This design comes from an exercise in tuning for small area on the open sky130 flow, not from production work.
Function was checked by simulation only, so behaviour that the tests miss may differ from the original.
Power is estimated from default activity; no workload was simulated.

**flow/constraint.sdc**
```tcl
create_clock -name core_clock -period 25.0 [get_ports {clk}]
set_input_delay 5.0000 -clock core_clock [delete_from_list [all_inputs] [get_ports {clk}]]
set_output_delay 5.0000 -clock core_clock [all_outputs]
set_load 0.01 [all_outputs]
```
**flow/flow/run.sh**
```bash
#!/bin/bash
# Layout flow: the standard synthesis, its combinational logic re-mapped for
# area by ABC (flip-flops untouched; many random seeds, in rounds that start
# from the smallest result so far), then the standard layout steps with a
# smaller clock tree.
set -euo pipefail
W=$(pwd)
R=$W/orfs/results/$FLOW_PLATFORM/Top_Module/base
LIB=$FLOW_HOME/platforms/$FLOW_PLATFORM/lib/sky130_fd_sc_hd__tt_025C_1v80.lib

bash standard.sh synth > $W/std_synth.log 2>&1
cp $R/1_2_yosys.v $W/std_1_2_yosys.v

# one batch of eight ABC runs (seeds $2..) on netlist $1; keeps the smallest
# result so far in best.v / best_area
best_area=""
batch() {
  local seeds="$2" seed a
  for seed in $seeds; do
    sed -e "s#@IN@#$1#" -e "s#@OUT@#$W/reopt_$seed.v#" \
        -e "s#@LIB@#$LIB#g" -e "s#@TOP@#$FLOW_TOP#" -e "s#@SEED@#$seed#" \
        $W/flow/reopt.ys > $W/reopt_$seed.ys
    yosys -s $W/reopt_$seed.ys > $W/reopt_$seed.log 2>&1 &
  done
  wait
  for seed in $seeds; do
    a=$( (grep "Chip area" $W/reopt_$seed.log || true) | tail -1 | awk '{print $NF}')
    echo "seed $seed on $(basename $1): ${a:-failed}" >> $W/reopt_choice.log
    if [ -n "$a" ] && { [ -z "$best_area" ] || awk "BEGIN{exit !($a < $best_area)}"; }; then
      cp $W/reopt_$seed.v $W/best.v
      best_area=$a
    fi
  done
}
# sixteen seeds on the standard synthesis, then four rounds of eight more
# seeds, each on the smallest netlist so far
batch $W/std_1_2_yosys.v "1 3 5 7 9 11 13 15"
batch $W/std_1_2_yosys.v "2 4 6 8 10 12 14 16"
for round in 2 3 4 5; do
  cp $W/best.v $W/round_$round.v
  batch $W/round_$round.v "$((round * 10 + 1)) $((round * 10 + 2)) $((round * 10 + 3)) $((round * 10 + 4)) $((round * 10 + 5)) $((round * 10 + 6)) $((round * 10 + 7)) $((round * 10 + 8))"
done
echo "kept area $best_area" >> $W/reopt_choice.log
cp $W/best.v $R/1_2_yosys.v
touch $R/1_2_yosys.v

export BUFFER_PORTS_ARGS="-buffer_cell sky130_fd_sc_hd__buf_1"
bash standard.sh place > $W/std_place.log 2>&1
n=0
for cfg in "12 60" "11 60" "12 50" "11 50" "10 60" "10 50" "10 40" "8 30" "6 20"; do
  set -- $cfg
  n=$((n + 1))
  export CTS_ARGS="-sink_clustering_enable -repair_clock_nets -buf_list sky130_fd_sc_hd__clkbuf_4 -sink_clustering_size $1 -sink_clustering_max_diameter $2 -dont_use_dummy_load"
  rm -f $R/4_* $R/5_* $R/6_* $W/out/final.def
  if ! bash standard.sh finish > $W/std_layout_$n.log 2>&1; then
    echo "try $n: cluster $1, diameter $2: layout failed" >> $W/cts_tries.log
    continue
  fi
  LIBF=$LIB RDIR=$R openroad -no_init -exit $W/flow/clkslew.tcl > $W/clkslew_$n.log 2>&1 || true
  slew=$( (grep CLKSLEW $W/clkslew_$n.log || true) | awk '{print $2}')
  echo "try $n: cluster $1, diameter $2: clock-pin slew $slew ps" >> $W/cts_tries.log
  if [ -n "$slew" ] && awk "BEGIN{exit !($slew <= 121)}"; then break; fi
done
```
**flow/config.mk**
```make
export PLATFORM = sky130hd
export DESIGN_NAME = Top_Module
export DESIGN_NICKNAME = Top_Module
export VERILOG_FILES = /design/flow/design.v
export SDC_FILE = /design/flow/constraint.sdc
export NUM_CORES = 8
export LEC_CHECK = 0
export ABC_AREA = 1
export CAP_MARGIN = 20
export CORE_MARGIN = 2
export CORE_UTILIZATION = 40
export CTS_BUF_LIST = sky130_fd_sc_hd__clkbuf_4
export SLEW_MARGIN = 20
```
**flow/standard.sh**
```bash
#!/bin/bash
# synth_recipe.tcl (not shown) runs the flow's synth.tcl, then flattens the netlist and writes it again
# the make line also repeats each setting of config.mk as NAME=value (left out here)
make -C /OpenROAD-flow-scripts/flow DESIGN_CONFIG=/design/flow/config.mk WORK_HOME=/design/flow/orfs CLKGATE_MAP_FILE= SYNTH_SCRIPT=/design/flow/synth_recipe.tcl "${@:-finish}"
```
**flow/design.v**
```verilog
module Keyboard_Driver
(
	input					clk_in,
	input					rst_n_in,
	input					key_clk,
	input					key_data,
	output	reg		[2:0]   key_ctrl
);
reg key_clk_r0;
reg key_data_r0;
always @(posedge clk_in or negedge rst_n_in) begin
	if (!rst_n_in) key_clk_r0 <= 1'b1;
	else key_clk_r0 <= key_clk;
end
always @(posedge clk_in) key_data_r0 <= key_data;
wire key_clk_neg = key_clk_r0 & ~key_clk;
reg [3:0] cnt;
always @(posedge clk_in or negedge rst_n_in) begin
	if (!rst_n_in) cnt <= 4'd0;
	else if (cnt == 4'd12) cnt <= key_clk_neg ? 4'd1 : 4'd0;
	else if (cnt == 4'd11 || key_clk_neg) cnt <= cnt + 4'd1;
end
reg [7:0] temp_data;
always @(posedge clk_in) begin
	if (key_clk_neg && cnt >= 4'd1 && cnt <= 4'd8)
		temp_data <= {key_data_r0, temp_data[7:1]};
end
reg key_break;
always @(posedge clk_in or negedge rst_n_in) begin
	if (!rst_n_in) begin
		key_break <= 1'b0;
		key_ctrl <= 3'd0;
	end else if (cnt == 4'd12) begin
		if (temp_data == 8'hf0) key_break <= 1'b1;
		else if (!key_break) begin
			case (temp_data)
				8'h1d: key_ctrl <= 3'd1;
				8'h1b: key_ctrl <= 3'd2;
				8'h1c: key_ctrl <= 3'd3;
				8'h23: key_ctrl <= 3'd4;
				8'h3b: key_ctrl <= 3'd5;
				default: ;
			endcase
		end else key_break <= 1'b0;
	end
end
endmodule
`timescale 1ns / 1ns
module Game_Control (
    input  wire       clk,
    input  wire       rst,
    input  wire [2:0] ctrl,
    output reg [13:0] cnt,
    output wire       tick,
    output reg  [3:0] cur_x,
    output reg  [3:0] cur_y
);
always @(posedge clk, posedge rst) begin
  if (rst) cnt <= 14'd18;
  else cnt <= cnt + 14'd1;
end
assign tick = (cnt == 14'd8209);
always @(posedge clk, posedge rst) begin
  if (rst) begin
    cur_x <= 4'd6;
    cur_y <= 4'd2;
  end else if (tick) begin
    case (ctrl)
      3'd1: cur_y <= (cur_y == 4'd2)  ? 4'd11 : cur_y - 4'd1;
      3'd2: cur_y <= (cur_y == 4'd11) ? 4'd2  : cur_y + 4'd1;
      3'd3: cur_x <= (cur_x == 4'd6)  ? 4'd15 : cur_x - 4'd1;
      3'd4: cur_x <= (cur_x == 4'd15) ? 4'd6  : cur_x + 4'd1;
      default: ;
    endcase
  end
end
endmodule
`timescale 1ns / 1ns
module Vga_Display (
    input  wire        clk,
    input  wire        rst,
    input  wire        flag_player,
    input  wire [2:0]  ctrl,
    input  wire [13:0] cnt,
    input  wire        tick,
    input  wire [3:0]  cur_x,
    input  wire [3:0]  cur_y,
    output wire [11:0] disp_rgb,
    output wire        hsync,
    output wire        vsync
);
function hge(input [4:0] q_, input [5:0] r_, input [9:0] c);
  hge = (q_ > c / 40) || (q_ == c / 40 && r_ >= c % 40);
endfunction
function vge(input [3:0] q_, input [5:0] r_, input [9:0] c);
  vge = (q_ > c / 40) || (q_ == c / 40 && r_ >= c % 40);
endfunction
wire       pix = (cnt[1:0] == 2'b11);
wire [2:0] b   = cnt[4:2];
reg  [2:0] a;
reg  [4:0] q;
reg  [5:0] rv;
reg  [3:0] qv;
wire [5:0] r = {a, b};
wire line_end = pix && q == 5'd20 && a == 3'd2 && b == 3'd3;    
wire seg_end  = pix && ((b == 3'd7 && a == 3'd4) || line_end);   
always @(posedge clk, posedge rst) begin
  if (rst) begin
    a <= 3'd2;
    q <= 5'd0;
  end else if (line_end) q <= 5'd0;
  else if (pix && b == 3'd7) begin
    if (a == 3'd4) begin
      a <= 3'd0;
      q <= q + 5'd1;
    end else a <= a + 3'd1;
  end
end
always @(posedge clk, posedge rst) begin
  if (rst) begin
    qv <= 4'd0;
    rv <= 6'd10;
  end else if (line_end) begin
    if (qv == 4'd13 && rv == 6'd14) begin
      qv <= 4'd0;
      rv <= 6'd10;
    end else if (rv == 6'd39) begin
      rv <= 6'd0;
      qv <= qv + 4'd1;
    end else rv <= rv + 6'd1;
  end
end
reg [99:0] ring_r, ring_g;
reg [3:0]  ph_x, ph_y;
reg        clearing, pend, pc;
always @(posedge clk) begin
  if (ph_x == 4'd15) begin
    ph_x <= 4'd6;
    ph_y <= (ph_y == 4'd11) ? 4'd2 : ph_y + 4'd1;
  end else ph_x <= ph_x + 4'd1;
end
wire at_cur = (ph_x == cur_x) && (ph_y == cur_y);    
wire r0 = ring_r[0];
wire g0 = ring_g[0];
wire taken = r0 ^ g0;
always @(posedge clk) begin
  ring_r <= {~clearing & (at_cur ? (taken ? r0 : (pend ? pc  : 1'b1)) : (r0 & ~g0)), ring_r[99:1]};
  ring_g <= {~clearing & (at_cur ? (taken ? g0 : (pend ? ~pc : 1'b1)) : (g0 & ~r0)), ring_g[99:1]};
end
wire place = tick && ctrl == 3'd5;
always @(posedge clk, posedge rst) begin
  if (rst) begin
    clearing <= 1'b1;
    pend <= 1'b0;
  end else begin
    clearing <= clearing & ~cnt[7];
    if (place) pend <= 1'b1;
    else if (at_cur) pend <= 1'b0;
  end
end
always @(posedge clk) begin
  if (place) pc <= flag_player;
end
wire ar_a = (ring_r[0] & ring_r[1] & ring_r[2] & ring_r[3] & ring_r[4]),     ag_a = (ring_g[0] & ring_g[1] & ring_g[2] & ring_g[3] & ring_g[4]);
wire nr_a = ~(ring_r[0] | ring_r[1] | ring_r[2] | ring_r[3] | ring_r[4]),     ng_a = ~(ring_g[0] | ring_g[1] | ring_g[2] | ring_g[3] | ring_g[4]);
wire ar_b = (ring_r[0] & ring_r[10] & ring_r[20] & ring_r[30] & ring_r[40]), ag_b = (ring_g[0] & ring_g[10] & ring_g[20] & ring_g[30] & ring_g[40]);
wire nr_b = ~(ring_r[0] | ring_r[10] | ring_r[20] | ring_r[30] | ring_r[40]), ng_b = ~(ring_g[0] | ring_g[10] | ring_g[20] | ring_g[30] | ring_g[40]);
wire ar_c = (ring_r[0] & ring_r[11] & ring_r[22] & ring_r[33] & ring_r[44]), ag_c = (ring_g[0] & ring_g[11] & ring_g[22] & ring_g[33] & ring_g[44]);
wire nr_c = ~(ring_r[0] | ring_r[11] | ring_r[22] | ring_r[33] | ring_r[44]), ng_c = ~(ring_g[0] | ring_g[11] | ring_g[22] | ring_g[33] | ring_g[44]);
wire ar_d = (ring_r[0] & ring_r[9] & ring_r[18] & ring_r[27] & ring_r[36]),  ag_d = (ring_g[0] & ring_g[9] & ring_g[18] & ring_g[27] & ring_g[36]);
wire nr_d = ~(ring_r[0] | ring_r[9] | ring_r[18] | ring_r[27] | ring_r[36]),  ng_d = ~(ring_g[0] | ring_g[9] | ring_g[18] | ring_g[27] | ring_g[36]);
wire       tw    = (q >= 5'd15);
wire [4:0] q1    = q + 5'd1;
wire [4:0] q9    = q - 5'd9;
wire [3:0] cap_x = tw ? q9[3:0] : q1[3:0];
wire [3:0] cap_y = tw ? qv + 4'd1 : qv;
wire       cap   = (ph_x == cap_x) && (ph_y == cap_y);
wire ga = (ph_x <= 4'd11) & ~tw;                
wire gb = (ph_y <= 4'd7);                       
wire gc = ga & gb;
wire gd = (ph_x >= 4'd10) & gb & ~tw;           
wire pr_a = ar_a & ng_a, pg_a = ag_a & nr_a;
wire pr_b = ar_b & ng_b, pg_b = ag_b & nr_b;
wire pr_c = ar_c & ng_c, pg_c = ag_c & nr_c;
wire pr_d = ar_d & ng_d, pg_d = ag_d & nr_d;
wire w_red = (ga & (ar_a | pg_a)) | (gb & (ar_b | pg_b)) | (gc & (ar_c | pg_c)) | (gd & (ar_d | pg_d));
wire w_grn = (ga & (pr_a | ag_a)) | (gb & (pr_b | ag_b)) | (gc & (pr_c | ag_c)) | (gd & (pr_d | ag_d));
wire mark = r0 & g0;
wire c_wr = (pend & ~pc) ? w_grn : w_red;
wire c_wg = (pend & pc)  ? w_red : w_grn;
wire c_r  = (pend & mark) ? pc  : r0;
wire c_g  = (pend & mark) ? ~pc : g0;
reg n_wr, n_wg, n_r, n_g;
reg u_wr, u_wg, u_r, u_g;
wire s_wr = cap ? c_wr : n_wr;
wire s_wg = cap ? c_wg : n_wg;
wire s_r  = cap ? c_r  : n_r;
wire s_g  = cap ? c_g  : n_g;
wire t_wr = seg_end ? n_wr : u_wr;
wire t_wg = seg_end ? n_wg : u_wg;
wire t_r  = seg_end ? n_r  : u_r;
wire t_g  = seg_end ? n_g  : u_g;
always @(posedge clk) begin
  if (place) begin
    n_wr <= flag_player ? s_wr : s_wg;
    n_wg <= flag_player ? s_wr : s_wg;
    n_r  <= (s_r & s_g) ? flag_player  : s_r;
    n_g  <= (s_r & s_g) ? ~flag_player : s_g;
    u_wr <= flag_player ? t_wr : t_wg;
    u_wg <= flag_player ? t_wr : t_wg;
    u_r  <= (t_r & t_g) ? flag_player  : t_r;
    u_g  <= (t_r & t_g) ? ~flag_player : t_g;
  end else begin
    n_wr <= s_wr;
    n_wg <= s_wg;
    n_r  <= s_r;
    n_g  <= s_g;
    u_wr <= t_wr;
    u_wg <= t_wg;
    u_r  <= t_r;
    u_g  <= t_g;
  end
end
wire normal  = (q >= 5'd6) && (q <= 5'd15) && (qv >= 4'd2) && (qv <= 4'd11);
wire weirdok = (q >= 5'd16) && (qv >= 4'd2) && (qv <= 4'd7);
wire u_w     = u_wr & u_wg & ~(u_r & u_g);
wire wscan   = (normal | weirdok) & u_w;
reg flag_over;
wire fo_new = flag_over | wscan;
wire incirc = (r[3] & rv[4]) | (r[4] & rv[3]) | (r[3] & rv[2] & ~rv[5]) | (~r[3] & r[4] & rv[2]) | (r[2] & ~r[5] & rv[4]) | (r[5] & ~rv[3] & rv[4]) | (r[3] & ~rv[2] & rv[5]) | (~r[2] & r[5] & rv[3]) | (r[2] & ~r[5] & rv[3]) | (~r[3] & r[4] & rv[0]) | (~r[3] & r[4] & rv[1]) | (r[1] & ~rv[3] & rv[4]) | (r[3] & rv[3]) | (r[3] & ~rv[0] & ~rv[1] & rv[2]) | (~r[0] & ~r[1] & r[2] & rv[3]) | (r[0] & ~rv[1] & ~rv[2] & rv[4]) | (~r[3] & r[4] & rv[5]) | (~r[0] & r[1] & ~rv[2] & rv[4]) | (~r[0] & ~r[2] & r[4] & rv[0]) | (~r[2] & r[4] & ~rv[0] & rv[1]) | (r[1] & ~r[2] & rv[2] & rv[3] & ~rv[4]) | (~r[1] & ~r[2] & r[5] & ~rv[2] & rv[5]) | (r[1] & r[2] & r[3] & ~r[4] & rv[1]) | (r[0] & ~rv[3] & rv[4]) | (r[2] & rv[1] & rv[2] & rv[3] & ~rv[4]) | (~r[1] & ~r[2] & r[4] & rv[0]) | (r[0] & ~rv[0] & ~rv[2] & rv[4]) | (~r[1] & r[2] & r[3] & ~rv[1] & rv[5]) | (~r[1] & r[2] & ~rv[1] & rv[2] & rv[3]) | (~r[2] & r[5] & ~rv[1] & ~rv[2] & rv[5]) | (r[1] & r[2] & r[3] & ~r[4] & rv[0]) | (r[2] & r[3] & ~r[4] & rv[1] & ~rv[5]) | (r[2] & ~r[5] & ~rv[0] & ~rv[1] & ~rv[2] & rv[5]) | (~r[2] & r[5] & rv[0] & rv[1] & rv[2] & ~rv[5]) | (r[1] & r[2] & ~r[5] & rv[1] & rv[2] & ~rv[5]) | (r[1] & ~r[2] & r[3] & ~rv[1] & rv[5]) | (~r[1] & r[5] & rv[1] & ~rv[2] & rv[3]) | (r[0] & r[1] & ~r[2] & rv[1] & ~rv[2] & rv[3]) | (~r[0] & ~r[1] & ~r[2] & r[5] & rv[2] & ~rv[5]) | (r[1] & ~r[2] & r[3] & rv[0] & rv[1] & ~rv[2]) | (r[0] & r[1] & r[2] & ~r[5] & ~rv[2] & rv[5]) | (~r[0] & r[1] & ~rv[0] & ~rv[1] & rv[2] & rv[3]) | (~r[0] & ~r[1] & r[2] & r[3] & ~rv[0] & rv[1]) | (~r[1] & r[4] & rv[0] & rv[1] & ~rv[2]) | (r[0] & r[1] & ~r[2] & ~rv[1] & rv[4]) | (r[0] & rv[1] & rv[2] & rv[3] & ~rv[4]) | (r[4] & rv[4]) | (~r[0] & r[4] & ~rv[1] & rv[2]) | (~r[1] & r[2] & ~rv[0] & rv[4]) | (~r[0] & r[5] & rv[2] & rv[3] & ~rv[4]) | (~rv[0] & ~rv[1] & rv[2] & ~rv[3] & rv[4]) | (r[0] & r[1] & ~r[2] & ~rv[0] & rv[4]) | (~r[0] & ~r[1] & r[2] & ~r[3] & r[4]) | (r[2] & r[3] & ~r[4] & ~rv[0] & rv[2]) | (~r[0] & r[4] & rv[0] & rv[1] & ~rv[5]) | (~r[0] & ~r[2] & r[5] & rv[1] & rv[2] & ~rv[5]) | (~r[1] & ~r[2] & r[5] & rv[0] & rv[2] & ~rv[5]) | (~r[0] & ~r[2] & r[5] & ~rv[0] & ~rv[2] & rv[5]) | (r[0] & r[2] & ~r[5] & ~rv[1] & ~rv[2] & rv[5]) | (~r[1] & ~r[2] & r[5] & rv[1] & rv[2] & ~rv[5]) | (r[1] & r[2] & ~r[5] & ~rv[1] & ~rv[2] & rv[5]) | (r[1] & r[2] & ~r[5] & ~rv[0] & ~rv[2] & rv[5]) | (~r[0] & ~r[1] & r[5] & ~rv[0] & ~rv[1] & ~rv[2] & rv[5]) | (~r[0] & ~r[1] & ~r[2] & r[5] & ~rv[0] & ~rv[1] & rv[2]) | (r[0] & r[1] & r[2] & ~r[5] & rv[0] & rv[2] & ~rv[5]) | (r[0] & r[2] & ~r[5] & rv[0] & rv[1] & rv[2] & ~rv[5]);
wire [4:0] cur_x1 = {1'b0, cur_x} + 5'd1;
wire cursor = (qv == cur_y && q == {1'b0, cur_x} && incirc)
            | (qv == cur_y && q == cur_x1 && r == 6'd0 && rv == 6'd20)
            | (qv == cur_y + 4'd1 && q == {1'b0, cur_x} && r == 6'd20 && rv == 6'd0);
wire stone = normal & incirc & (u_r ^ u_g);
wire line_v = ~hge(q, r, 221) | hge(q, r, 660) | (r == 6'd20 && q >= 5'd6 && q <= 5'd15);
wire line_h = ~vge(qv, rv, 61) | vge(qv, rv, 500) | (rv == 6'd20 && qv >= 4'd2 && qv <= 4'd11);
wire white  = ~line_v & ~line_h & ~cursor;
wire b_r = white & (~stone | ~u_g);
wire b_g = white & (~stone | ~u_r);
wire go = (((hge(q, r, 260) && !hge(q, r, (280) + 1)) || (hge(q, r, 320) && !hge(q, r, (340) + 1)) || (hge(q, r, 380) && !hge(q, r, (400) + 1)) || (hge(q, r, 440) && !hge(q, r, (460) + 1))
            || (hge(q, r, 500) && !hge(q, r, (520) + 1)) || (hge(q, r, 580) && !hge(q, r, (600) + 1))) && (vge(qv, rv, 210) && !vge(qv, rv, (370) + 1)))
       || ((hge(q, r, 280) && !hge(q, r, (400) + 1)) && (vge(qv, rv, 350) && !vge(qv, rv, (370) + 1)))
       || ((hge(q, r, 520) && !hge(q, r, (580) + 1)) && (vge(qv, rv, 210) && !vge(qv, rv, (230) + 1)));
reg s1_r, s1_g, d_r, d_g;
always @(posedge clk, posedge rst) begin
  if (rst) flag_over <= 1'b0;
  else if (pix) flag_over <= fo_new;
end
always @(posedge clk) begin
  if (pix) begin
    s1_r <= fo_new ? (go & flag_player)  : b_r;
    s1_g <= fo_new ? (go & ~flag_player) : b_g;
    d_r  <= s1_r;
    d_g  <= s1_g;
  end
end
wire act = (hge(q, r, 163) && !hge(q, r, (802) + 1)) && (vge(qv, rv, 45) && !vge(qv, rv, (523) + 1));
assign disp_rgb = act ? {{4{d_r}}, {4{d_g}}, {4{d_r & d_g}}} : 12'd0;
assign hsync = hge(q, r, 116);
assign vsync = vge(qv, rv, 12);
endmodule
`timescale 1ns / 1ns
module Top_Module (
    input wire clk,
    input wire rst,
    input wire key_clk,
    input wire key_data,
    input wire flag_player,
    output wire [11:0]disp_rgb,
    output wire hsync,
    output wire vsync
);
wire [2:0]  ctrl;
wire [13:0] cnt;
wire        tick;
wire [3:0]  cur_x, cur_y;
Keyboard_Driver keyboard_Driver(
    .clk_in   (clk),
    .rst_n_in (~rst),
    .key_clk  (key_clk),
    .key_data (key_data),
    .key_ctrl (ctrl)
);
Game_Control game_control(
    .clk   (clk),
    .rst   (rst),
    .ctrl  (ctrl),
    .cnt   (cnt),
    .tick  (tick),
    .cur_x (cur_x),
    .cur_y (cur_y)
);
Vga_Display vga_display(
    .clk         (clk),
    .rst         (rst),
    .flag_player (flag_player),
    .ctrl        (ctrl),
    .cnt         (cnt),
    .tick        (tick),
    .cur_x       (cur_x),
    .cur_y       (cur_y),
    .disp_rgb    (disp_rgb),
    .hsync       (hsync),
    .vsync       (vsync)
);
endmodule
```
**flow/flow/clkslew.tcl**
```tcl
read_liberty $::env(LIBF)
read_db $::env(RDIR)/6_final.odb
read_sdc $::env(RDIR)/6_final.sdc
read_spef $::env(RDIR)/6_final.spef
set_propagated_clock [all_clocks]
set mx 0
foreach pin [all_registers -clock_pins -edge_triggered] {
  foreach edge {rise fall} {
    foreach analysis {min max} {
      set s [get_property $pin slew_${analysis}_$edge]
      set ps [expr {[sta::time_ui_sta $s] * 1e12}]
      if {$ps > $mx} {set mx $ps}
    }
  }
}
puts "CLKSLEW $mx"
```
**flow/flow/reopt.ys**
```
# Re-map the combinational logic of the standard synthesis for area.
# The flip-flops of the standard synthesis are kept as they are (same
# instances, names and cell types); only the gates between them change.
read_liberty -ignore_miss_func @LIB@
blackbox sky130_fd_sc_hd__df* sky130_fd_sc_hd__edf* sky130_fd_sc_hd__sdf* sky130_fd_sc_hd__dl* sky130_fd_sc_hd__sedf* sky130_fd_sc_hd__lpflow_inputisolatch_1
read_verilog @IN@
hierarchy -top @TOP@
flatten
delete t:$scopeinfo
opt_clean
opt -full
abc -liberty @LIB@ -dont_use *lpflow* -dont_use *probe* -script "+strash;&get -n;&deepsyn -J 250 -T 240 -S @SEED@;&put;dch -f;amap;topo"
opt_clean -purge
setundef -zero
hilomap -singleton -hicell sky130_fd_sc_hd__conb_1 HI -locell sky130_fd_sc_hd__conb_1 LO
splitnets
opt_clean -purge
stat -liberty @LIB@
write_verilog -noattr -nohex -nodec @OUT@
```
==> results by group, run 1 <==
Synth
  – Post-synthesis average cell area: 10.9 µm²
  – Synth Instances: 788
  – Synthesized Nets: 793
  – Ys Warns: 3
  – Synthesized area: 8590 µm²

Clock tree
  – Clk pin slew, worst setup/hold paths: 0.10 ns
  – CTS tree: yes
  – Setup Fix Bufs, Post-CTS: 0
  – Max H-tree Level: 2
  – Clock latency on the worst-skew pair: 0.62 ns
  – Post-cts repair resize count: 0
  – Hold_buf cts: 0
  – CTS sink cnt: 282
  – Maximum clock path buffer count: 3
  – TritonCTS buffer count: 34
  – Clock root cell: clkbuf_4

Drt
  – Via count: 5560
  – Drt total wl: 15400 µm
  – Max Used Layer: met4
  – WL met3: 998 µm
  – Met2 wire length: 6410 µm
  – Routed Antenna Nets: 0
  – WL met1: 7690 µm
  – DRC: 0
  – Initial drt markers: 490
  – Wire per inst: 13.8 µm
  – Via density: 4.98
  – Drt first pass iters: 5

Placement
  – Port Buf Inserts: 18
  – GPL Wtd Cong: 0.910
  – Detailed placement HPWL: 10600 µm

Finish
  – Finished Core Util: 44.1%
  – Share of cells above drive strength 1: 5.47%
  – Layout area overhead: 7.88%
  – Filler cell count: 1994
  – Final nets: 848

Timing
  – Final period util: 32.3%
  – Final min period: 8.08 ns
  – Setup TNS: 0 ns
  – Final setup viols: 0
  – RSZ-0062 raised after global routing: false
  – Slew headroom: 50.2%
  – Slew Limit Fails: 0
  – Clock skew: 0.0584 ns
  – Least-Margin Pin Slew: 0.747 ns
  – Final Hold Viols: 0
  – Peak Freq: 124 MHz

Worst setup path
  – Critical Path Source Type: flip-flop
  – Critical path endpoint: disp_rgb[1]
  – CP Class: reg2out
  – CP endpoint kind: primary output
  – Internal reg-to-reg setup slack: 21.55 ns
  – Critical-path maximum fanout: 6
  – Reg2reg end: vga_display.u_r$_DFF_P_
  – Reg-to-Reg Start: game_control.cnt[4]$_DFF_PP1_
  – Reg2Reg Depth: 9
  – CP Data Required Time: 20.00 ns
  – Worst Path Arrival: 3.08 ns
  – Worst setup startpoint: vga_display.a[1]$_DFFE_PP1P_

Floorplan
  – Die area: 22700 µm²
  – Chip Height: 151 µm
  – Die width: 151 µm
  – Initial core utilization: 40.9%
  – Top Ports: 19
  – Row cnt: 53
  – Area of the core: 21000 µm²

GRT
  – Vias in the first global route: 5315
  – First-pass GRT wire length: 26200 µm
  – Tot GR Track Use: 14.5%
  – Total gr overflow: 0
  – Pin count of the biggest net entering global routing: 53
  – Initial antenna violation count: 1

Pwr
  – LEAKAGE: 3.40 nW
  – Peak supply drop: 0.0447 mV
  – Power density over the cells: 73.5 nW/µm²

Run status
  – Outcome: timing/DRC/antenna clean

Flow run
  – Maximum Capacitance Violations: 0

Min path
  – HP Class: reg2reg
[cell type report]
class / instances / area (µm²) / area share (%)
repair buffers: 19 / 75.1 / 0.810
clock buffers: 34 / 255 / 2.75
flip-flops and latches: 282 / 6090 / 65.7
well taps: 275 / 344 / 3.71
diodes: 1 / 2.50 / 0.0270
multi-input cells: 413 / 2150 / 23.2
inverters: 93 / 349 / 3.77
[critical path: stages (launching register included)]
cell and delay [ns]:
dfstp_2 0.57, clkinv_1 0.14, nand2_1 0.19, nor2_1 0.07
nand2_1 0.12, nor2_1 0.06, a21oi_1 0.18, o21ai_0 0.12
a31oi_1 0.15, o21ai_0 0.17, nor2b_1 0.26, nor2b_1 0.27
buf_1 0.18
[cell usage in the layout, fill, tap and decap left out, types with 2 or more instances in the layout]
cell type and n:
a2111oi_0 3, a211oi_1 5, a21oi_1 32, a221oi_1 6, a222oi_1 2, a22oi_1 4, a31oi_1 6, a32oi_1 3
buf_1 18, clkbuf_4 34, clkinv_1 92, dfrtp_1 42, dfstp_2 10, dfxtp_1 213, edfxtp_1 17, nand2_1 35
nand3_1 13, nand4_1 8, nor2_1 146, nor2b_1 8, nor3_1 23, nor4_1 8, o2111ai_1 4, o211ai_1 2
o21a_1 11, o21ai_0 27, o221ai_1 4, o22a_1 3, o22ai_1 34, o311ai_0 2, o31ai_1 2, o32a_1 3
o32ai_1 3, or3_1 3, or4_1 5
[state kept, by name (all words and copies together) (netlist names), 3 cells and up]
name,flops
game_control.cur_y,4
keyboard_Driver.key_ctrl,3
keyboard_Driver.cnt,4
vga_display.ph_y,4
vga_display.qv,4
vga_display.ph_x,4
vga_display.a,3
vga_display.ring_g,100
vga_display.rv,6
game_control.cnt,14
vga_display.q,5
game_control.cur_x,4
vga_display.ring_r,100
keyboard_Driver.temp_data,8
[routing by layer]
layer | GRT usage (%) | up-vias
li1 | - | 2824
met4 | 5.19 | 0
met2 | 21.0 | 155
met5 | 0 | -
met3 | 3.94 | 32
met1 | 20.8 | 2549
[power breakdown]
| part | switching [mW] | leakage [nW] | internal [mW] |
|---|---|---|---|
| logic | 0.0110 | 0.693 | 0.00680 |
| clock network | 0.131 | 0.156 | 0.0632 |
| registers | 0.00624 | 2.55 | 0.462 |
[through the flow]
stage / instance area, µm² / power (mW) / setup WS (ns) / hold WS [ns] / std cells
2_1_floorplan: 8590 / 0.492 / 17.25 / 0.310 / 788
3_3_place_gp: 9010 / 0.496 / 17.69 / 0.310 / 1082
3_5_place_dp: 9010 / 0.497 / 17.56 / 0.312 / 1082
4_1_cts: 9260 / 0.692 / 16.89 / 0.284 / 1116
5_1_grt: 9270 / 0.714 / 16.52 / 0.266 / 1117
6_report: 9270 / 0.681 / 16.92 / 0.266 / 1117
[worst min path at each step]
stage	from	endpoint	depth (start not counted)
global placement	vga_display.ring_g[19]$_DFF_P_	vga_display.ring_g[18]$_DFF_P_	0
finish	vga_display.ring_g[53]$_DFF_P_	vga_display.ring_g[52]$_DFF_P_	0
detailed placement	vga_display.ring_g[26]$_DFF_P_	vga_display.ring_g[25]$_DFF_P_	0
CTS	vga_display.ring_g[55]$_DFF_P_	vga_display.ring_g[54]$_DFF_P_	0
global route	vga_display.ring_g[53]$_DFF_P_	vga_display.ring_g[52]$_DFF_P_	0
floorplan	vga_display.ring_g[12]$_DFF_P_	vga_display.ring_g[11]$_DFF_P_	0
==> inputs of run 2 (changes only) <==
--- a/flow/flow/run.sh
+++ b/flow/flow/run.sh
@@ -34,3 +34,3 @@
 }
-# sixteen seeds on the standard synthesis, then four rounds of eight more
+# 24 seeds on the standard synthesis, then six rounds of eight more
 # seeds, each on the smallest netlist so far
@@ -38,3 +38,4 @@
 batch $W/std_1_2_yosys.v "2 4 6 8 10 12 14 16"
-for round in 2 3 4 5; do
+batch $W/std_1_2_yosys.v "17 18 19 20 91 92 93 94"
+for round in 2 3 4 5 6 7; do
   cp $W/best.v $W/round_$round.v
--- a/flow/config.mk
+++ b/flow/config.mk
@@ -10,4 +10,5 @@
 export CORE_MARGIN = 2
-export CORE_UTILIZATION = 40
+export CORE_UTILIZATION = 70
 export CTS_BUF_LIST = sky130_fd_sc_hd__clkbuf_4
+export PLACE_DENSITY = 0.85
 export SLEW_MARGIN = 20
==> results by group, run 2 <==
Run status
  – Outcome: timing/DRC/antenna clean (unchanged)

Clock tree
  – Clock root cell: clkbuf_4 (unchanged)
  – Max H-tree Level: 2 (unchanged)
  – Clock latency on the worst-skew pair: 0.61 ns (was 0.62 ns)
  – Hold_buf cts: 0 (unchanged)
  – Post-cts repair resize count: 0 (unchanged)
  – Maximum clock path buffer count: 3 (unchanged)
  – CTS sink cnt: 282 (unchanged)
  – Setup Fix Bufs, Post-CTS: 0 (unchanged)
  – CTS tree: yes (unchanged)
  – Clk pin slew, worst setup/hold paths: 0.10 ns (about the same)
  – TritonCTS buffer count: 34 (unchanged)

Worst setup path
  – CP endpoint kind: primary output (unchanged)
  – Critical-path maximum fanout: 6 (unchanged)
  – CP Data Required Time: 20.00 ns (about the same)
  – Reg2Reg Depth: 9 (unchanged)
  – Top delay family on crit path: simple AND/OR/NAND/NOR gates (unchanged)
  – Slowest cell on the critical path: dfstp_2 (unchanged)
  – Crit. path cell count: 12 (unchanged)
  – Reg-to-Reg Start: game_control.cnt[4]$_DFF_PP1_ (unchanged)
  – Worst setup startpoint: vga_display.a[1]$_DFFE_PP1P_ (unchanged)
  – Worst path max stage delay: 0.58 ns (was 0.57 ns)
  – Worst-path cell chain: clkinv_1 > nand2_1 > nor2_1 > nand2_1 > nor2_1 > a21oi_1 > o21ai_0 > a31oi_1 > o21ai_0 > nor2b_1 > nor2b_1 > buf_1 (unchanged)
  – Worst Path Arrival: 3.12 ns (was 3.08 ns)
  – CP Class: reg2out (unchanged)
  – Critical Path Source Type: flip-flop (unchanged)
  – CP Buf/Inv Count: 2 (unchanged)

GRT
  – Met1 global-route usage: 39.2% (was 20.8%)
  – Gr busiest metal: met2 (unchanged)
  – Met3 GRT Util: 6.06% (was 3.94%)
  – Total gr overflow: 0 (unchanged)
  – Tot GR Track Use: 28.8% (was 14.5%)
  – Initial antenna violation count: 0 (was 1)
  – Vias in the first global route: 5964 (was 5315)
  – M2 GR Usage: 46.6% (was 21.0%)
  – First-pass GRT wire length: 29600 µm (was 26200 µm)
  – Pin count of the biggest net entering global routing: 53 (unchanged)

Finish
  – Filler cell count: 792 (was 1994)
  – Biggest regs: vga_display.ring_g x100, vga_display.ring_r x100, game_control.cnt x14 (unchanged)
  – Ant diodes: 0 (was 1)
  – Share of cells above drive strength 1: 5.36% (was 5.47%)
  – Final nets: 847 (was 848)
  – Most common cell after layout, fill and taps aside: dfxtp_1 (unchanged)
  – Layout area overhead: 5.91% (was 7.88%)
  – Finished Cell Area: 9100 µm² (was 9270 µm²)
  – Commonest non-fill, non-tap cells in the layout: dfxtp_1, nor2_1, clkinv_1 (unchanged)
  – Fin cells: 987 (was 1117)

Timing
  – Clock skew: 0.0370 ns (was 0.0584 ns)
  – Least-Margin Pin Slew: 0.916 ns (was 0.747 ns)
  – Final period util: 32.5% (was 32.3%)
  – Final min period: 8.12 ns (was 8.08 ns)
  – Peak Freq: 123 MHz (was 124 MHz)
  – Final setup viols: 0 (unchanged)
  – RSZ-0062 raised after global routing: false (unchanged)
  – Slew headroom: 38.8% (was 50.2%)
  – Slew Limit Fails: 0 (unchanged)
  – Final Hold Viols: 0 (unchanged)
  – Setup TNS: 0 ns (unchanged)

Synth
  – Synthesized Nets: 793 (unchanged)
  – Synthesized area: 8590 µm² (unchanged)
  – Ys Warns: 3 (unchanged)
  – Post-synthesis average cell area: 10.9 µm² (unchanged)
  – Synth Instances: 788 (unchanged)

Drt
  – Routed Antenna Nets: 0 (unchanged)
  – Via density: 6.09 (was 4.98)
  – Initial drt markers: 640 (was 490)
  – Drt total wl: 17800 µm (was 15400 µm)
  – Via count: 6013 (was 5560)
  – Drt first pass iters: 5 (unchanged)
  – DRC: 0 (unchanged)
  – Wire per inst: 18.0 µm (was 13.8 µm)

Placement
  – GPL Wtd Cong: 0.965 (was 0.910)
  – Area post-placement: 8840 µm² (was 9010 µm²)
  – Detailed placement HPWL: 12500 µm (was 10600 µm)
  – Port Buf Inserts: 18 (unchanged)
  – Cell total after placement: 953 (was 1082)

Min path
  – HP Class: reg2reg (unchanged)
  – Hold Path Cell Cnt: 0 (unchanged)
  – Hold_sp: vga_display.ring_g[71]$_DFF_P_ (was vga_display.ring_g[53]$_DFF_P_)

Floorplan
  – Die area: 13200 µm² (was 22700 µm²)
  – Chip Height: 115 µm (was 151 µm)
  – Row cnt: 40 (was 53)
  – Top Ports: 19 (unchanged)
  – Area of the core: 12000 µm² (was 21000 µm²)
  – Die width: 115 µm (was 151 µm)
  – Initial core utilization: 71.5% (was 40.9%)

Flow run
  – Maximum Capacitance Violations: 0 (unchanged)

Pwr
  – LEAKAGE: 3.39 nW (was 3.40 nW)
  – Power density over the cells: 74.9 nW/µm² (was 73.5 nW/µm²)
  – Peak supply drop: 0.0687 mV (was 0.0447 mV)
run 2: changes by cell type in the layout (fill, tap and decap cells not counted), sizes merged:
cell	previous run	this run
buf	19	18
clkinv	92	93
diode	1	0
inv	1	0
run 2: metrics by stage:
| step | power [mW] | hold slack [ns] | utilization (%) | setup WS [ns] |
|---|---|---|---|---|
| detailed placement | 0.498 | 0.312 | 73.6 | 17.54 |
| global route | 0.709 | 0.290 | 75.7 | 16.52 |
| CTS | 0.684 | 0.293 | 75.7 | 16.87 |
| global placement | 0.495 | 0.310 | 73.6 | 17.67 |
| finish | 0.681 | 0.293 | 75.7 | 16.88 |
| floorplan | 0.492 | 0.310 | - | 17.25 |
run 2: per-layer routing:
| metal | share of wire (%) | routed length [µm] |
|---|---|---|
| met2 | 48 | 8460 |
| met3 | 7.4 | 1320 |
| met4 | 2.4 | 432 |
| met1 | 43 | 7560 |
| met5 | 0 | 0 |
run 2: worst paths after layout:
| check | end | slack (ns) |
|---|---|---|
| max | disp_rgb[1] | 16.88 |
| min reg2reg | vga_display.ring_g[70]$_DFF_P_ | 0.29 |
| max reg2reg | vga_display.u_r$_DFF_P_ | 21.37 |
| min in group asynchronous | keyboard_Driver.cnt[3]$_DFFE_PP0P_ | 4.54 |
| min | vga_display.ring_g[70]$_DFF_P_ | 0.29 |
| max in group asynchronous | vga_display.qv[2]$_DFFE_PP0P_ | 19.90 |
run 2: final cells by class:
| class | count | area [µm²] | area share (%) |
|---|---|---|---|
| multi-input combinational | 413 | 2150 | 23.6 |
| clock buffer | 34 | 255 | 2.81 |
| tap | 147 | 184 | 2.02 |
| inverter | 93 | 350 | 3.85 |
| timing repair buffer | 18 | 67.6 | 0.743 |
| sequential | 282 | 6090 | 66.9 |
run 2: report_power, final:
group	switching, mW	internal, mW	leakage, nW
Sequential	0.00703	0.462	2.55
Clock	0.129	0.0632	0.156
Combinational	0.0124	0.00669	0.688
==> inputs of run 3 (changes only) <==
--- a/flow/flow/run.sh
+++ b/flow/flow/run.sh
@@ -50,9 +50,9 @@
 n=0
-for cfg in "12 60" "11 60" "12 50" "11 50" "10 60" "10 50" "10 40" "8 30" "6 20"; do
+for cfg in "4 12 60" "8 22 70" "4 11 60" "8 20 60" "4 12 50" "8 18 60" "4 11 50" "4 10 60" "8 16 50" "4 10 50" "4 10 40" "4 8 30" "4 6 20"; do
   set -- $cfg
   n=$((n + 1))
-  export CTS_ARGS="-sink_clustering_enable -repair_clock_nets -buf_list sky130_fd_sc_hd__clkbuf_4 -sink_clustering_size $1 -sink_clustering_max_diameter $2 -dont_use_dummy_load"
+  export CTS_ARGS="-sink_clustering_enable -repair_clock_nets -buf_list sky130_fd_sc_hd__clkbuf_4 -sink_clustering_buffer sky130_fd_sc_hd__clkbuf_$1 -sink_clustering_size $2 -sink_clustering_max_diameter $3 -dont_use_dummy_load"
   rm -f $R/4_* $R/5_* $R/6_* $W/out/final.def
   if ! bash standard.sh finish > $W/std_layout_$n.log 2>&1; then
-    echo "try $n: cluster $1, diameter $2: layout failed" >> $W/cts_tries.log
+    echo "try $n: leaf clkbuf_$1, cluster $2, diameter $3: layout failed" >> $W/cts_tries.log
     continue
@@ -61,3 +61,3 @@
   slew=$( (grep CLKSLEW $W/clkslew_$n.log || true) | awk '{print $2}')
-  echo "try $n: cluster $1, diameter $2: clock-pin slew $slew ps" >> $W/cts_tries.log
+  echo "try $n: leaf clkbuf_$1, cluster $2, diameter $3: clock-pin slew $slew ps" >> $W/cts_tries.log
   if [ -n "$slew" ] && awk "BEGIN{exit !($slew <= 121)}"; then break; fi
==> results by group, run 3 <==
Timing
  – Setup TNS: 0 ns (unchanged)
  – Clock skew: 0.0921 ns (was 0.0370 ns)
  – Slew headroom: 38.4% (was 38.8%)
  – Setup slack after layout: 16.87 ns (was 16.88 ns)
  – RSZ-0062 raised after global routing: false (unchanged)
  – Final setup viols: 0 (unchanged)
  – Worst hold slack: 0.290 ns (was 0.293 ns)
  – Least-Margin Pin Slew: 0.924 ns (was 0.916 ns)
  – Peak Freq: 123 MHz (about the same)
  – Final period util: 32.5% (about the same)
  – Slew Limit Fails: 0 (unchanged)
  – Final Hold Viols: 0 (unchanged)
  – Final min period: 8.13 ns (was 8.12 ns)

Floorplan
  – Die area: 13200 µm² (unchanged)
  – Chip Height: 115 µm (unchanged)
  – Area of the core: 12000 µm² (unchanged)
  – Top Ports: 19 (unchanged)
  – Die width: 115 µm (unchanged)
  – Initial core utilization: 71.5% (unchanged)
  – Row cnt: 40 (unchanged)

Synth
  – Synthesized area: 8590 µm² (unchanged)
  – Ys Warns: 3 (unchanged)
  – Synth Instances: 788 (unchanged)
  – Post-synthesis average cell area: 10.9 µm² (unchanged)
  – Synthesized Nets: 793 (unchanged)

Drt
  – Drt total wl: 17300 µm (was 17800 µm)
  – Drt first pass iters: 5 (unchanged)
  – DRC: 0 (unchanged)
  – Routed Antenna Nets: 0 (unchanged)
  – Wire per inst: 17.8 µm (was 18.0 µm)
  – Via density: 6.06 (was 6.09)
  – Initial drt markers: 636 (was 640)
  – Via count: 5884 (was 6013)

Finish
  – Layout area overhead: 5.61% (was 5.91%)
  – Filler cell count: 800 (was 792)
  – Biggest regs: vga_display.ring_g x100, vga_display.ring_r x100, game_control.cnt x14 (unchanged)
  – Ant diodes: 0 (unchanged)
  – Share of cells above drive strength 1: 3.52% (was 5.36%)
  – Commonest non-fill, non-tap cells in the layout: dfxtp_1, nor2_1, clkinv_1 (unchanged)
  – Final nets: 831 (was 847)
  – Most common cell after layout, fill and taps aside: dfxtp_1 (unchanged)
  – Finished Core Util: 75.5% (was 75.7%)

Pwr
  – Comb pwr share: 2.9% (was 2.8%)
  – Int Pwr: 0.528 mW (was 0.532 mW)
  – Switching share of power: 21.2% (was 21.9%)
  – Power density over the cells: 73.8 nW/µm² (was 74.9 nW/µm²)
  – LEAKAGE: 3.36 nW (was 3.39 nW)
  – Clock power frac: 27.1% (was 28.3%)
  – Peak supply drop: 0.0669 mV (was 0.0687 mV)
  – Switching power total: 0.142 mW (was 0.149 mW)
  – Sequential share of power: 70.0% (was 68.9%)
  – Pwr Total: 0.670 mW (was 0.681 mW)

GRT
  – Vias in the first global route: 5703 (was 5964)
  – Total gr overflow: 0 (unchanged)
  – Initial antenna violation count: 0 (unchanged)
  – First-pass GRT wire length: 28400 µm (was 29600 µm)
  – Tot GR Track Use: 27.3% (was 28.8%)
  – Pin count of the biggest net entering global routing: 53 (unchanged)

Worst setup path
  – CP Class: reg2out (unchanged)
  – Critical-path maximum fanout: 6 (unchanged)
  – CP endpoint kind: primary output (unchanged)
  – Worst Path Arrival: 3.13 ns (was 3.12 ns)
  – CP Data Required Time: 20.00 ns (about the same)
  – Critical Path Source Type: flip-flop (unchanged)

Clock tree
  – Maximum clock path buffer count: 3 (unchanged)
  – Setup Fix Bufs, Post-CTS: 0 (unchanged)
  – Clock root cell: clkbuf_4 (unchanged)
  – Hold_buf cts: 0 (unchanged)
  – CTS sink cnt: 282 (unchanged)
  – Clock latency on the worst-skew pair: 0.66 ns (was 0.61 ns)
  – CTS tree: yes (unchanged)
  – TritonCTS buffer count: 18 (was 34)
  – Clk pin slew, worst setup/hold paths: 0.11 ns (was 0.10 ns)
  – Max H-tree Level: 1 (was 2)
  – Post-cts repair resize count: 0 (unchanged)

Placement
  – Port Buf Inserts: 18 (unchanged)
  – GPL Wtd Cong: 0.965 (unchanged)
  – DP Worst Slack: 17.54 ns (unchanged)
  – Detailed placement HPWL: 12500 µm (unchanged)

Run status
  – Outcome: timing/DRC/antenna clean (unchanged)

Min path
  – HP Class: reg2reg (unchanged)

Flow run
  – Maximum Capacitance Violations: 0 (unchanged)
[run 3: cell type report]
| type | instances | area, µm² | area share (%) |
|---|---|---|---|
| sequential | 282 | 6090 | 67.1 |
| timing repair buffer | 18 | 67.6 | 0.745 |
| multi-input combinational | 413 | 2150 | 23.7 |
| inverter | 93 | 350 | 3.86 |
| clock buffer | 18 | 229 | 2.52 |
| tap | 147 | 184 | 2.03 |
[run 3: path summary, 6_finish.rpt]
path                                                start                               endpoint  slack [ns]  cells past startpoint
min                        vga_display.ring_g[50]$_DFF_P_         vga_display.ring_g[49]$_DFF_P_        0.29                      0
min reg2reg                vga_display.ring_g[50]$_DFF_P_         vga_display.ring_g[49]$_DFF_P_        0.29                      0
max                          vga_display.a[1]$_DFFE_PP1P_                            disp_rgb[1]       16.87                     12
max in group asynchronous                             rst      vga_display.flag_over$_DFFE_PP0P_       19.88                      2
min in group asynchronous                             rst  keyboard_Driver.key_break$_DFFE_PP0N_        4.49                      2
max reg2reg                 game_control.cnt[4]$_DFF_PP1_                vga_display.u_r$_DFF_P_       21.33                      9
[run 3: critical path, cell delays in order (launching register included)]
cell and delay (ns):
dfstp_2 0.58, clkinv_1 0.15, nand2_1 0.18, nor2_1 0.07, nand2_1 0.11, nor2_1 0.05
a21oi_1 0.17, o21ai_0 0.11, a31oi_1 0.16, o21ai_0 0.18, nor2b_1 0.29, nor2b_1 0.27
buf_1 0.18
[run 3: per-layer routing]
| metal | track usage (%) | wire length [µm] |
|---|---|---|
| met1 | 38.6 | 7320 |
| met3 | 3.85 | 1270 |
| met5 | 0 | 0 |
| met4 | 9.72 | 583 |
| met2 | 44.1 | 8070 |
[run 3: through the flow]
step / std cells / cell area (µm²)
after floorplan: 788 / 8590
after global routing: 971 / 9070
after CTS: 971 / 9070
after global placement: 953 / 8840
final: 971 / 9070
after detailed placement: 953 / 8840
[run 3: power groups by stage]
stage / combinational, mW / sequential (mW) / clock, mW
after floorplan: 0.0148 / 0.477 / 0
after global placement: 0.0170 / 0.478 / 0
after detailed placement: 0.0191 / 0.479 / 0
after CTS: 0.0191 / 0.469 / 0.185
after global routing: 0.0222 / 0.470 / 0.200
final: 0.0193 / 0.469 / 0.182
==> inputs of run 4 (changes only) <==
--- a/flow/flow/reopt.ys
+++ b/flow/flow/reopt.ys
@@ -11,3 +11,3 @@
 opt -full
-abc -liberty @LIB@ -dont_use *lpflow* -dont_use *probe* -script "+strash;&get -n;&deepsyn -J 250 -T 240 -S @SEED@;&put;dch -f;amap;topo"
+abc -liberty @LIB@ -dont_use *lpflow* -dont_use *probe* -script "+strash;&get -n;&deepsyn -J 250 -T 240 -S @SEED@;&put;dch -f;amap -F 4 -A 8;topo"
 opt_clean -purge
==> results by group, run 4 <==
Run status
  – Outcome: timing/DRC/antenna clean (unchanged)

Clock tree
  – CTS tree: yes (unchanged)
  – Hold_buf cts: 0 (unchanged)
  – Post-cts repair resize count: 0 (unchanged)
  – CTS sink cnt: 282 (unchanged)
  – Setup Fix Bufs, Post-CTS: 0 (unchanged)
  – TritonCTS buffer count: 20 (was 18)
  – Maximum clock path buffer count: 3 (unchanged)
  – Max H-tree Level: 1 (unchanged)
  – Clock latency on the worst-skew pair: 0.65 ns (was 0.66 ns)
  – Clk pin slew, worst setup/hold paths: 0.11 ns (about the same)
  – Clock root cell: clkbuf_4 (unchanged)

Pwr
  – Power density over the cells: 75.4 nW/µm² (was 73.8 nW/µm²)
  – Switching power total: 0.148 mW (was 0.142 mW)
  – Int Pwr: 0.536 mW (was 0.528 mW)
  – Sequential share of power: 68.8% (was 70.0%)
  – Peak supply drop: 0.0770 mV (was 0.0669 mV)
  – LEAKAGE: 3.44 nW (was 3.36 nW)
  – Pwr Total: 0.683 mW (was 0.670 mW)
  – Switching share of power: 21.6% (was 21.2%)
  – Comb pwr share: 3.1% (was 2.9%)
  – Clock power frac: 28.0% (was 27.1%)

Synth
  – Post-synthesis average cell area: 11.3 µm² (was 10.9 µm²)
  – Synthesized area: 8550 µm² (was 8590 µm²)
  – Synth Instances: 760 (was 788)
  – Synthesized Nets: 765 (was 793)
  – Ys Warns: 3 (unchanged)

GRT
  – Vias in the first global route: 5902 (was 5703)
  – Pin count of the biggest net entering global routing: 53 (unchanged)
  – Tot GR Track Use: 29.1% (was 27.3%)
  – Initial antenna violation count: 0 (unchanged)
  – First-pass GRT wire length: 30000 µm (was 28400 µm)
  – Total gr overflow: 0 (unchanged)

Min path
  – Hold_sp: vga_display.ring_r[14]$_DFF_P_ (was vga_display.ring_g[50]$_DFF_P_)
  – HP Class: reg2reg (unchanged)
  – Worst Hold End: vga_display.ring_r[13]$_DFF_P_ (was vga_display.ring_g[49]$_DFF_P_)
  – Hold Path Cell Cnt: 0 (unchanged)

Timing
  – Clock skew: 0.0912 ns (was 0.0921 ns)
  – Final setup viols: 0 (unchanged)
  – RSZ-0062 raised after global routing: false (unchanged)
  – Slew Limit Fails: 0 (unchanged)
  – Final Hold Viols: 0 (unchanged)
  – Final period util: 33.5% (was 32.5%)
  – Least-Margin Pin Slew: 0.918 ns (was 0.924 ns)
  – Setup TNS: 0 ns (unchanged)
  – Worst hold slack: 0.293 ns (was 0.290 ns)
  – Slew headroom: 38.3% (was 38.4%)
  – Final min period: 8.38 ns (was 8.13 ns)
  – Peak Freq: 119 MHz (was 123 MHz)
  – Setup slack after layout: 16.62 ns (was 16.87 ns)

Worst setup path
  – CP endpoint kind: primary output (unchanged)
  – Reg2reg end: vga_display.qv[3]$_DFFE_PP0P_ (was vga_display.u_r$_DFF_P_)
  – Critical Path Source Type: flip-flop (unchanged)
  – Critical-path maximum fanout: 6 (unchanged)
  – Reg-to-Reg Start: vga_display.q[0]$_DFFE_PP0P_ (was game_control.cnt[4]$_DFF_PP1_)
  – CP Data Required Time: 20.00 ns (about the same)
  – Reg2Reg Depth: 16 (was 9)
  – Worst Path Arrival: 3.38 ns (was 3.13 ns)
  – CP Class: reg2out (unchanged)
  – Internal reg-to-reg setup slack: 20.78 ns (was 21.33 ns)

Floorplan
  – Row cnt: 40 (unchanged)
  – Top Ports: 19 (unchanged)
  – Area of the core: 12000 µm² (about the same)
  – Chip Height: 115 µm (about the same)
  – Initial core utilization: 71.5% (about the same)
  – Die area: 13100 µm² (was 13200 µm²)
  – Die width: 115 µm (about the same)

Finish
  – Share of cells above drive strength 1: 3.88% (was 3.52%)
  – Biggest regs: vga_display.ring_g x100, vga_display.ring_r x100, game_control.cnt x14 (unchanged)
  – Commonest non-fill, non-tap cells in the layout: dfxtp_1, nor2_1, clkinv_1 (unchanged)
  – Most common cell after layout, fill and taps aside: dfxtp_1 (unchanged)
  – Final nets: 805 (was 831)
  – Layout area overhead: 5.95% (was 5.61%)
  – Ant diodes: 0 (unchanged)

Placement
  – GPL Wtd Cong: 0.938 (was 0.965)
  – Detailed placement HPWL: 13100 µm (was 12500 µm)
  – Port Buf Inserts: 18 (unchanged)
  – DP Worst Slack: 17.27 ns (was 17.54 ns)

Drt
  – Routed Antenna Nets: 0 (unchanged)
  – Via count: 5873 (was 5884)
  – Drt first pass iters: 6 (was 5)
  – Wire per inst: 19.3 µm (was 17.8 µm)
  – Drt total wl: 18300 µm (was 17300 µm)
  – Via density: 6.21 (was 6.06)
  – DRC: 0 (unchanged)
  – Initial drt markers: 533 (was 636)

Flow run
  – Maximum Capacitance Violations: 0 (unchanged)
## run 4: worst max-delay path by stage
| stage | cells past startpoint | start | end | slack, ns |
|---|---|---|---|---|
| floorplan | 11 | vga_display.a[1]$_DFFE_PP1P_ | disp_rgb[0] | 17.14 |
| global placement | 12 | vga_display.a[1]$_DFFE_PP1P_ | disp_rgb[0] | 17.46 |
| detailed placement | 12 | vga_display.a[1]$_DFFE_PP1P_ | disp_rgb[1] | 17.27 |
| CTS | 12 | vga_display.a[1]$_DFFE_PP1P_ | disp_rgb[1] | 16.56 |
| global route | 12 | vga_display.a[1]$_DFFE_PP1P_ | disp_rgb[3] | 16.20 |
| finish | 12 | vga_display.a[1]$_DFFE_PP1P_ | disp_rgb[2] | 16.62 |
## run 4: metrics by stage
stage / instance area [µm²] / utilization (%) / instances
after floorplan: 8550 / - / 760
after global placement: 8800 / 73.6 / 925
after detailed placement: 8800 / 73.6 / 925
after CTS: 9060 / 75.8 / 945
after global routing: 9060 / 75.8 / 945
final: 9060 / 75.8 / 945
## run 4: cell type report
class / count / area [µm²]
Sequential cell: 282 / 6090
Fill cell: 717 / 2900
Multi-Input combinational cell: 397 / 2160
Inverter: 81 / 305
Clock buffer: 20 / 256
Tap cell: 147 / 184
Timing Repair Buffer: 18 / 67.6
## run 4: power groups by stage
stage                     clock network [mW]  logic (mW)  registers (mW)
after detailed placement                   0      0.0206           0.480
final                                  0.192      0.0213           0.471
after global routing                   0.208      0.0234           0.471
after global placement                     0      0.0178           0.479
after CTS                              0.193      0.0211           0.470
after floorplan                            0      0.0153           0.478
## run 4: layer usage
metal	part of all wire [%]	global-route usage, %
met1	41	38.9
met2	48	48.5
met3	6.8	4.39
met4	4.0	10.7
met5	0	0
## run 4: critical path, cell delays in order (launching register included)
cell      delay [ns]
dfstp_2         0.61
clkinv_1        0.13
o21ai_0         0.38
nor2_1          0.14
nand2_1         0.12
nor3_1          0.05
nor2_1          0.13
nand2_1         0.06
o21ai_0         0.09
o311ai_0        0.27
nor2b_1         0.31
nor2b_1         0.26
buf_1           0.18
==> inputs of run 5 (changes only) <==
--- a/flow/flow/run.sh
+++ b/flow/flow/run.sh
@@ -50,3 +50,3 @@
 n=0
-for cfg in "4 12 60" "8 22 70" "4 11 60" "8 20 60" "4 12 50" "8 18 60" "4 11 50" "4 10 60" "8 16 50" "4 10 50" "4 10 40" "4 8 30" "4 6 20"; do
+for cfg in "4 12 60" "8 22 70" "8 21 60" "4 11 60" "8 20 60" "8 20 55" "8 19 60" "8 19 55" "4 12 50" "8 18 60" "4 11 50" "4 10 60" "8 16 50" "4 10 50" "4 10 40" "4 8 30" "4 6 20"; do
   set -- $cfg
==> results by group, run 5 <==
Pwr
  – Sequential share of power: 69.8% (was 68.8%)
  – Power density over the cells: 74.6 nW/µm² (was 75.4 nW/µm²)
  – Int Pwr: 0.529 mW (was 0.536 mW)
  – LEAKAGE: 3.42 nW (was 3.44 nW)
  – Switching share of power: 21.5% (was 21.6%)
  – Switching power total: 0.145 mW (was 0.148 mW)
  – Peak supply drop: 0.0709 mV (was 0.0770 mV)
  – Pwr Total: 0.674 mW (was 0.683 mW)
  – Clock power frac: 27.1% (was 28.0%)
  – Comb pwr share: 3.1% (about the same)

Clock tree
  – Post-cts repair resize count: 0 (unchanged)
  – Clock root cell: clkbuf_4 (unchanged)
  – Maximum clock path buffer count: 3 (unchanged)
  – TritonCTS buffer count: 18 (was 20)
  – Hold_buf cts: 0 (unchanged)
  – Setup Fix Bufs, Post-CTS: 0 (unchanged)
  – Max H-tree Level: 1 (unchanged)
  – Clk pin slew, worst setup/hold paths: 0.11 ns (about the same)
  – CTS sink cnt: 282 (unchanged)
  – CTS tree: yes (unchanged)
  – Clock latency on the worst-skew pair: 0.64 ns (was 0.65 ns)

Synth
  – Ys Warns: 3 (unchanged)
  – Synth Instances: 760 (unchanged)
  – Synthesized area: 8550 µm² (unchanged)
  – Post-synthesis average cell area: 11.3 µm² (unchanged)
  – Synthesized Nets: 765 (unchanged)

Floorplan
  – Die width: 115 µm (unchanged)
  – Top Ports: 19 (unchanged)
  – Area of the core: 12000 µm² (unchanged)
  – Chip Height: 115 µm (unchanged)
  – Die area: 13100 µm² (unchanged)
  – Row cnt: 40 (unchanged)
  – Initial core utilization: 71.5% (unchanged)

Run status
  – Outcome: timing/DRC/antenna clean (unchanged)

Worst setup path
  – Critical-path maximum fanout: 6 (unchanged)
  – CP Class: reg2out (unchanged)
  – Critical Path Source Type: flip-flop (unchanged)
  – CP Data Required Time: 20.00 ns (about the same)
  – CP endpoint kind: primary output (unchanged)
  – Worst Path Arrival: 3.33 ns (was 3.38 ns)

Finish
  – Most common cell after layout, fill and taps aside: dfxtp_1 (unchanged)
  – Ant diodes: 0 (unchanged)
  – Layout area overhead: 5.63% (was 5.95%)
  – Filler cell count: 731 (was 717)
  – Final nets: 803 (was 805)
  – Finished Core Util: 75.5% (was 75.8%)
  – Share of cells above drive strength 1: 3.64% (was 3.88%)
  – Biggest regs: vga_display.ring_g x100, vga_display.ring_r x100, game_control.cnt x14 (unchanged)
  – Commonest non-fill, non-tap cells in the layout: dfxtp_1, nor2_1, clkinv_1 (unchanged)
  – Fin cells: 943 (was 945)

Timing
  – Slew Limit Fails: 0 (unchanged)
  – Final period util: 33.3% (was 33.5%)
  – RSZ-0062 raised after global routing: false (unchanged)
  – Least-Margin Pin Slew: 0.909 ns (was 0.918 ns)
  – Clock skew: 0.0906 ns (was 0.0912 ns)
  – Setup slack after layout: 16.67 ns (was 16.62 ns)
  – Final Hold Viols: 0 (unchanged)
  – Slew headroom: 38.9% (was 38.3%)
  – Final min period: 8.33 ns (was 8.38 ns)
  – Final setup viols: 0 (unchanged)
  – Peak Freq: 120 MHz (was 119 MHz)
  – Setup TNS: 0 ns (unchanged)

Drt
  – Wire per inst: 19.2 µm (was 19.3 µm)
  – Routed Antenna Nets: 0 (unchanged)
  – Drt first pass iters: 6 (unchanged)
  – Via count: 5850 (was 5873)
  – DRC: 0 (unchanged)
  – Via density: 6.20 (was 6.21)
  – Drt total wl: 18100 µm (was 18300 µm)
  – Initial drt markers: 557 (was 533)

GRT
  – Pin count of the biggest net entering global routing: 53 (unchanged)
  – Initial antenna violation count: 0 (unchanged)
  – Vias in the first global route: 5879 (was 5902)
  – Tot GR Track Use: 28.8% (was 29.1%)
  – First-pass GRT wire length: 29800 µm (was 30000 µm)
  – Total gr overflow: 0 (unchanged)

Placement
  – DP Worst Slack: 17.27 ns (unchanged)
  – GPL Wtd Cong: 0.938 (unchanged)
  – Cell total after placement: 925 (unchanged)
  – Port Buf Inserts: 18 (unchanged)
  – Detailed placement HPWL: 13100 µm (unchanged)

Min path
  – HP Class: reg2reg (unchanged)

Flow run
  – Maximum Capacitance Violations: 0 (unchanged)
run 5: worst paths after layout:
check / from / to / slack, ns / depth (start not counted)
max: vga_display.a[1]$_DFFE_PP1P_ / disp_rgb[2] / 16.67 / 12
min: vga_display.ring_g[13]$_DFF_P_ / vga_display.ring_g[12]$_DFF_P_ / 0.28 / 0
max reg2reg: vga_display.q[0]$_DFFE_PP0P_ / vga_display.qv[3]$_DFFE_PP0P_ / 20.78 / 16
min reg2reg: vga_display.ring_g[13]$_DFF_P_ / vga_display.ring_g[12]$_DFF_P_ / 0.28 / 0
max in group asynchronous: rst / vga_display.rv[5]$_DFFE_PP0P_ / 19.85 / 2
min in group asynchronous: rst / vga_display.pend$_DFFE_PP0P_ / 4.51 / 2
run 5: per-layer routing:
layer  GRT usage [%]  wire [µm]  up-vias
li1                -          -     2740
met1            39.3       7620     2773
met2            47.9       8720      281
met3            4.24       1210       56
met4            9.27        538        0
met5               0          0        -
run 5: worst max-delay path: stages (launching register included):
cell,delay [ns]
dfstp_2,0.62
clkinv_1,0.13
o21ai_0,0.37
nor2_1,0.14
nand2_1,0.12
nor3_1,0.05
nor2_1,0.13
nand2_1,0.06
o21ai_0,0.10
o311ai_0,0.28
nor2b_1,0.31
nor2b_1,0.26
buf_1,0.18
run 5: layout make-up:
| type | count | area, µm² | share of cell area (%) |
|---|---|---|---|
| inverters | 81 | 305 | 3.38 |
| well taps | 147 | 184 | 2.04 |
| multi-input cells | 397 | 2160 | 23.9 |
| flip-flops and latches | 282 | 6090 | 67.4 |
| repair buffers | 18 | 67.6 | 0.748 |
| clock buffers | 18 | 229 | 2.53 |
run 5: power by group through the flow:
stage	clock [mW]	combinational (mW)	sequential [mW]
2_1_floorplan	0	0.0153	0.478
3_3_place_gp	0	0.0178	0.479
3_5_place_dp	0	0.0206	0.480
4_1_cts	0.183	0.0205	0.470
5_1_grt	0.199	0.0228	0.471
6_report	0.182	0.0208	0.471
run 5: metrics by stage:
stage | instance area (µm²) | hold WS, ns
after detailed placement | 8800 | 0.312
final | 9030 | 0.276
after global placement | 8800 | 0.310
after CTS | 9030 | 0.249
after global routing | 9030 | 0.268
after floorplan | 8550 | 0.310

-- afterwards: timing with drivers on the ports --
In the flow no input, the clock included, has a driving cell. The finished layouts below were timed again as built, in two steps. Step 1: set_driving_cell puts a clkbuf_16 on clk and a buf_2 on each other input, an assumption about the parent block. Step 2 adds t to the input delays and takes it off the output delays; t is the mean of the earliest and latest rising clock arrival at the registers after step 1. Input paths then give back, and output paths get back, about the clock's delay inside the block. Slacks: no drivers / after step 1 / after step 2; pairs: no drivers / after step 1.
run	t (ns)	setup slack, ns	worst hold slack (ns)	worst setup path at the end	slew at the worst register clock pin (ns)
run 1	0.629	16.923 / 16.886 / 17.515	0.266 / 0.266 / 0.266	register to output	0.12 / 0.12
run 2	0.627	16.884 / 16.847 / 17.474	0.293 / 0.293 / 0.293	register to output	0.11 / 0.11
run 3	0.647	16.870 / 16.833 / 17.480	0.290 / 0.290 / 0.290	register to output	0.12 / 0.12
run 4	0.639	16.620 / 16.584 / 17.223	0.293 / 0.293 / 0.293	register to output	0.11 / 0.11
run 5	0.620	16.671 / 16.638 / 17.258	0.276 / 0.276 / 0.276	register to output	0.11 / 0.11
After both steps every run listed still meets setup and hold.
